Context: an optimization exercise on an open-source flow, tuned for small area. The choices shown serve that exercise and are no tape-out recipe. In this exercise RTL edits were held to simulation tests only and were not proved equivalent to the original. No driver is modelled on the clock port, so clocking that relies on it looks cheaper here than on a real chip. Power figures rest on the tool's default switching activity, not on a simulated workload.

v6:
// lc3_datapath
module lc3_datapath
  (clk,
   rst,
   mem_en,
   mem_we,
   mem_addr,
   mem_wdata,
   mem_ready,
   mem_rdata
   );
  input         clk;
  input         rst;
  output        mem_en;
  output        mem_we;
  output [15:0] mem_addr;
  output [15:0] mem_wdata;
  input         mem_ready;
  input  [15:0] mem_rdata;
  localparam [3:0] S_INIT  = 4'd4,    
                   S_INC   = 4'd7,    
                   S_ALU   = 4'd8,    
                   S_BR    = 4'd0,    
                   S_JMP   = 4'd5,    
                   S_LINK  = 4'd10,    
                   S_EA    = 4'd1,    
                   S_WB    = 4'd3,    
                   S_RST   = 4'd2,    
                   S_FETCH = 4'd13,   
                   S_RDP   = 4'd12,   
                   S_RD    = 4'd15,   
                   S_WR    = 4'd14;   
  reg  [3:0]  state;
  reg  [3:0]  state_nx;
  reg  [3:0]  phase;
  reg         run;
  reg         carry;
  reg  [1:0]  cc;           
  reg  [15:0] ir;
  reg  [15:0] mar;
  reg  [15:0] t;
  reg  [15:0] r [0:7];
  wire is_req  = state[3] & state[2];
  wire act     = ~is_req & run;
  wire ph0     = (phase == 4'd0);
  wire last    = (phase == 4'd15);
  wire st_init = (state == S_INIT);
  wire st_inc  = (state == S_INC);
  wire st_alu  = (state == S_ALU);
  wire st_br   = (state == S_BR);
  wire st_jmp  = (state == S_JMP);
  wire st_link = (state == S_LINK);
  wire st_ea   = (state == S_EA);
  wire st_wb   = (state == S_WB);
  wire st_rst  = (state == S_RST);
  assign mem_en    = is_req;
  assign mem_we    = (state == S_WR);
  assign mem_addr  = mar;
  assign mem_wdata = t;
  wire rd  = r[ir[8:6]][0];
  ...
Size: ~430 cells after synthesis, about 53 I/O pins.
==> module lc3_datapath, before the edit <==
module lc3_datapath
  (clk,
   rst,
   mem_en,
   mem_we,
   mem_addr,
   mem_wdata,
   mem_ready,
   mem_rdata
   );
  input         clk;
  input         rst;
  output        mem_en;
  output        mem_we;
  output [15:0] mem_addr;
  output [15:0] mem_wdata;
  input         mem_ready;
  input  [15:0] mem_rdata;
  localparam [3:0] S_INIT  = 4'd4,    
                   S_INC   = 4'd7,    
                   S_ALU   = 4'd8,    
                   S_BR    = 4'd0,    
                   S_JMP   = 4'd5,    
                   S_LINK  = 4'd10,    
                   S_EA    = 4'd1,    
                   S_WB    = 4'd3,    
                   S_RST   = 4'd2,    
                   S_FETCH = 4'd13,   
                   S_RDP   = 4'd12,   
                   S_RD    = 4'd15,   
                   S_WR    = 4'd14;   
  reg  [3:0]  state;
  reg  [3:0]  state_nx;
  reg  [3:0]  phase;
  reg         run;
  reg         carry;
  reg  [1:0]  cc;           
  reg  [15:0] ir;
  reg  [15:0] mar;
  reg  [15:0] t;
  reg  [15:0] r [0:7];
  wire is_req  = state[3] & state[2];
  wire act     = ~is_req & run;
  wire ph0     = (phase == 4'd0);
  wire last    = (phase == 4'd15);
  wire st_init = (state == S_INIT);
  wire st_inc  = (state == S_INC);
  wire st_alu  = (state == S_ALU);
  wire st_br   = (state == S_BR);
  wire st_jmp  = (state == S_JMP);
  wire st_link = (state == S_LINK);
  wire st_ea   = (state == S_EA);
  wire st_wb   = (state == S_WB);
  wire st_rst  = (state == S_RST);
  assign mem_en    = is_req;
  assign mem_we    = (state == S_WR);
  assign mem_addr  = mar;
  assign mem_wdata = t;
  wire rd  = r[ir[8:6]][0];
  wire rd2 = r[st_alu ? ir[2:0] : ir[11:9]][0];
  wire mo  = mar[0];
  wire to  = t[0];
  wire trap  = st_link & ir[15];                    
  wire op_rs = ~ir[15] & ir[14];                    
  wire ob_en = (st_alu & ir[5]) | st_br | (st_link & (ir[11] | ir[15])) | st_ea;
  wire osh   = act & ob_en;
  wire sh4   = osh & ~st_alu;                       
  wire sh5   = sh4 & ~(st_ea & op_rs);              
  wire sh8   = osh & st_link & ~ir[15];             
  wire ob    = (ob_en & ir[0]) | (st_init & (phase == 4'd9));
  wire a_rd  = st_alu | st_jmp | (st_ea & op_rs);
  wire a_0   = trap | st_wb | st_rst | st_init;
  wire a     = a_rd ? rd : a_0 ? 1'b0 : mo;
  wire b     = ((st_alu & ~ir[5]) | st_wb | st_rst) ? rd2 : ob;
  wire ci   = ph0 ? st_inc : carry;
  wire sum  = a ^ b ^ ci;
  wire cout = (a & b) | (ci & (a ^ b));
  reg alu;
  always @(*)
    if (st_alu)
      case (ir[15:14])
        2'b01:   alu = a & b;
        2'b10:   alu = ~a;
        default: alu = sum;
      endcase
    else
      alu = sum;
  wire wr    = act & (st_alu | st_wb | st_ea | st_rst | st_link | st_init);
  wire [2:0] dst = st_link ? 3'd7 : ir[11:9];
  wire wbit  = st_init ? 1'b0 :
               st_alu ? alu :
               st_rst ? to : mo;
  integer i;
  always @(posedge clk)
    for (i = 0; i < 8; i = i + 1)
      r[i] <= {(wr & (st_init | (dst == i))) ? wbit : r[i][0], r[i][15:1]};
  wire mar_sh = act & ~st_alu;
  wire mar_ld = mem_ready & ((state == S_RDP) | (state == S_RD));
  wire mar_hd = ~(mar_ld | mar_sh);
  always @(posedge clk)
    mar <= ({16{mar_ld}} & mem_rdata) | ({16{mar_sh}} & {alu, mar[15:1]}) |
           ({16{mar_hd}} & mar);
  always @(posedge clk)
    if (act)
      t <= {rd2, t[15:1]};
  wire ld_ir = mem_ready & (state == S_FETCH);
  always @(posedge clk)
    if (ld_ir)
      ir[15:10] <= mem_rdata[15:10];
  wire [9:0] ir_sh = {sh8, sh8, sh5, sh5, sh5, sh4, osh, osh, osh, osh};
  wire [9:0] ir_hd = ~(ir_sh | {10{ld_ir}});
  always @(posedge clk)
    ir[9:0] <= ({10{ld_ir}} & mem_rdata[9:0]) |
               (ir_sh & {ir[10:9], ir[8] & ~trap, ir[7:1]}) |
               (ir_hd & ir[9:0]);
  wire ben = (ir[11] & (cc == 2'b11)) | (ir[10] & (cc == 2'b10)) |
             (ir[9] & (cc == 2'b01));
  always @(*)
    begin
      state_nx = state;
      case (state)
        S_FETCH: if (mem_ready) state_nx = S_INC;
        S_RDP:   if (mem_ready) state_nx = ir[14] ? S_FETCH :
                                           ir[12] ? S_WR : S_RD;
        S_RD:    if (mem_ready) state_nx = S_WB;
        S_WR:    if (mem_ready) state_nx = S_RST;
        default:
          if (act & last)
            case (state)
              S_INC:
                casez (ir[15:12])
                  4'b0000: state_nx = ben ? S_BR : S_FETCH;
                  4'b??01: state_nx = S_ALU;             
                  4'b0100,
                  4'b1111: state_nx = S_LINK;            
                  4'b1?00: state_nx = S_JMP;             
                  default: state_nx = S_EA;              
                endcase
              S_LINK: state_nx = ir[15] ? S_RDP : ir[11] ? S_FETCH : S_JMP;
              S_EA:   state_nx = (ir[15] & ir[14]) ? S_WB :
                                 ir[15] ? S_RDP : ir[12] ? S_WR : S_RD;
              default: state_nx = S_FETCH;
            endcase
      endcase
    end
  wire setcc = act & (st_alu | st_wb);
  always @(posedge clk or negedge rst)
    if (rst == 1'b0)
      begin
        state <= S_INIT;
        phase <= 4'd0;
        run   <= 1'b1;
        cc    <= 2'b00;
      end
    else
      begin
        state <= state_nx;
        phase <= phase + 4'd1;
        run   <= ~(state_nx[3] & state_nx[2]) & (last | run);
        if (setcc)
          begin
            if (ph0)
              cc <= wbit ? 2'b01 : 2'b10;
            else if (last)
              cc <= wbit ? 2'b11 : cc;
            else if (wbit)
              cc <= 2'b01;
          end
      end
  always @(posedge clk)
    carry <= cout;
endmodule
==> flow/config.mk <==
export PLATFORM = sky130hd
export DESIGN_NAME = lc3_datapath
export DESIGN_NICKNAME = lc3_datapath
export VERILOG_FILES = /design/flow/design.v
export SDC_FILE = /design/flow/constraint.sdc
export NUM_CORES = 4
export LEC_CHECK = 0
export ABC_AREA = 1
export CAP_MARGIN = 0
export CORE_MARGIN = 2
export CORE_UTILIZATION = 40
export CTS_BUF_LIST = sky130_fd_sc_hd__clkbuf_8
export PLACE_DENSITY = 0.6
export SLEW_MARGIN = 0
==> flow/constraint.sdc <==
create_clock -name core_clock -period 10.0 [get_ports {clk}]
set_input_delay 2.0000 -clock core_clock [delete_from_list [all_inputs] [get_ports {clk}]]
set_output_delay 2.0000 -clock core_clock [all_outputs]
set_load 0.01 [all_outputs]
standard.sh (not shown) runs the stock make flow with config.mk's settings and CLKGATE_MAP_FILE= SYNTH_SCRIPT=/design/flow/synth_recipe.tcl, a recipe that flattens the netlist after the stock synthesis.
==> flow/flow/run.sh <==
#!/bin/bash
# The standard layout (standard.sh) with three changes:
#  1. after the standard synthesis, the combinational logic of its netlist is
#     mapped again by ABC for area (flow/reabc.abc); the flip-flops, their
#     cell types and names are kept as the standard synthesis made them;
#  2. the port buffers are the smallest buffer, sky130_fd_sc_hd__buf_1;
#  3. the clock tree uses sky130_fd_sc_hd__clkbuf_8 and no dummy loads, and
#     after it is built each leaf buffer is swapped for a smaller one where
#     the slew at its flip-flops stays low (flow/clk_downsize.tcl).
# Each tool's output goes to a log of its own in this folder
# (standard_synth.log, reabc.log, standard_make.log); the ORFS steps also
# keep their logs under orfs/logs/.
set -euo pipefail
HERE=$(pwd)
R=$HERE/orfs/results/${FLOW_PLATFORM}/lc3_datapath/base
LIB=$FLOW_HOME/platforms/${FLOW_PLATFORM}/lib/sky130_fd_sc_hd__tt_025C_1v80.lib
YOSYS=$FLOW_HOME/../tools/install/yosys/bin/yosys
[ -x "$YOSYS" ] || YOSYS=yosys

bash standard.sh synth > standard_synth.log 2>&1

cp "$R/1_2_yosys.v" "$HERE/standard_synth_netlist.v"
cat > "$HERE/reabc.ys" <<EOS
read_liberty -ignore_miss_func $LIB
blackbox sky130_fd_sc_hd__df* sky130_fd_sc_hd__edf* sky130_fd_sc_hd__sdf* sky130_fd_sc_hd__dl* sky130_fd_sc_hd__conb_1
read_verilog $HERE/standard_synth_netlist.v
hierarchy -top ${FLOW_TOP}
flatten
hierarchy -top ${FLOW_TOP}
opt_clean
stat -liberty $LIB
abc -liberty $LIB -script $HERE/flow/reabc.abc -dont_use sky130_fd_sc_hd__probe_p_8 -dont_use sky130_fd_sc_hd__probec_p_8 -dont_use sky130_fd_sc_hd__lpflow_*
opt_clean -purge
hilomap -singleton -hicell sky130_fd_sc_hd__conb_1 HI -locell sky130_fd_sc_hd__conb_1 LO
splitnets
rename -hide w:*.*
opt_clean -purge
stat -liberty $LIB
read_liberty -lib -overwrite $LIB
check -assert
select ${FLOW_TOP}
write_verilog -noattr -selected $HERE/reabc_netlist.v
EOS
"$YOSYS" -s "$HERE/reabc.ys" > reabc.log 2>&1

cp "$HERE/reabc_netlist.v" "$R/1_2_yosys.v"
rm -f "$R/1_synth.odb" "$R/1_synth.sdc"
touch "$R/1_2_yosys.v" "$R/1_2_yosys.sdc"

export BUFFER_PORTS_ARGS="-buffer_cell sky130_fd_sc_hd__buf_1"
export CTS_ARGS="-sink_clustering_enable -repair_clock_nets -buf_list sky130_fd_sc_hd__clkbuf_8 -dont_use_dummy_load"
export POST_CTS_TCL=$HERE/flow/clk_downsize.tcl
export CLK_SLEW_LIMIT=0.105
export CLK_SMALL_BUFS="sky130_fd_sc_hd__clkbuf_2 sky130_fd_sc_hd__clkbuf_4"
bash standard.sh finish > standard_make.log 2>&1
Other scripts of this flow, unchanged in this note and not shown: flow/flow/clk_downsize.tcl, flow/flow/reabc.abc
Modified inputs, v7 compared to v6
--- a/flow/design.v
+++ b/flow/design.v
@@ -418,25 +418,30 @@
     for (i = 0; i < 8; i = i + 1)
       r[i] <= {(wr & (st_init | (dst == i))) ? wbit : r[i][0], r[i][15:1]};
   wire mar_sh = act & ~st_alu;
   wire mar_ld = mem_ready & ((state == S_RDP) | (state == S_RD));
-  wire mar_hd = ~(mar_ld | mar_sh);
   always @(posedge clk)
-    mar <= ({16{mar_ld}} & mem_rdata) | ({16{mar_sh}} & {alu, mar[15:1]}) |
-           ({16{mar_hd}} & mar);
+    if (mar_ld)
+      mar <= mem_rdata;
+    else if (mar_sh)
+      mar <= {alu, mar[15:1]};
   always @(posedge clk)
     if (act)
       t <= {rd2, t[15:1]};
   wire ld_ir = mem_ready & (state == S_FETCH);
   always @(posedge clk)
     if (ld_ir)
       ir[15:10] <= mem_rdata[15:10];
-  wire [9:0] ir_sh = {sh8, sh8, sh5, sh5, sh5, sh4, osh, osh, osh, osh};
-  wire [9:0] ir_hd = ~(ir_sh | {10{ld_ir}});
   always @(posedge clk)
-    ir[9:0] <= ({10{ld_ir}} & mem_rdata[9:0]) |
-               (ir_sh & {ir[10:9], ir[8] & ~trap, ir[7:1]}) |
-               (ir_hd & ir[9:0]);
+    if (ld_ir)
+      ir[9:0] <= mem_rdata[9:0];
+    else
+      begin
+        if (osh) ir[3:0] <= ir[4:1];
+        if (sh4) ir[4]   <= ir[5];
+        if (sh5) ir[7:5] <= {ir[8] & ~trap, ir[7:6]};
+        if (sh8) ir[9:8] <= ir[10:9];
+      end
   wire ben = (ir[11] & (cc == 2'b11)) | (ir[10] & (cc == 2'b10)) |
              (ir[9] & (cc == 2'b01));
   always @(*)
     begin
## What came out
Taking v6 as the reference, in v7 flip-flop and latch count held steady; worst setup slack grew by 0.84 ns; sequential share of cell area grew by 2.9 points; number of DRC markers in iteration 0 shrank by 14; cell count after synthesis shrank by 27. Compared with v6, v7 shows a area growth from synthesis to layout that is 0.37 points lower. v7 against v6: total power after layout up 1.4%, count of buffers not belonging to the clock network in the layout saw an increase, clock buffer count in the final layout ~0 delta, initial core utilization higher.

==> re-timing with driven ports <==
The results above use ideal ports. As a check the final layouts listed here were re-extracted and re-timed, cells and wires unchanged.
Step 1 assumes that a clkbuf_16 drives the clock port and a buf_2 every other input.
Step 2 adds t to the input delays and takes it off the output delays; t is the mean of the earliest and latest rising clock arrival at the registers after step 1. Input paths then give back, and output paths get back, about the clock's delay inside the block.
a / b / c = ideal ports / drivers / drivers and shift; a / b = the first two.
run | t, ns | setup WS [ns] | worst hold slack (ns) | worst setup path after step 2
v6 | 0.448 | 4.781 / 4.781 / 4.781 | 0.296 / 0.296 / 0.296 | register to register
v7 | 0.447 | 5.616 / 5.616 / 5.616 | 0.303 / 0.303 / 0.303 | register to register
After both steps setup and hold are still met in every run listed.
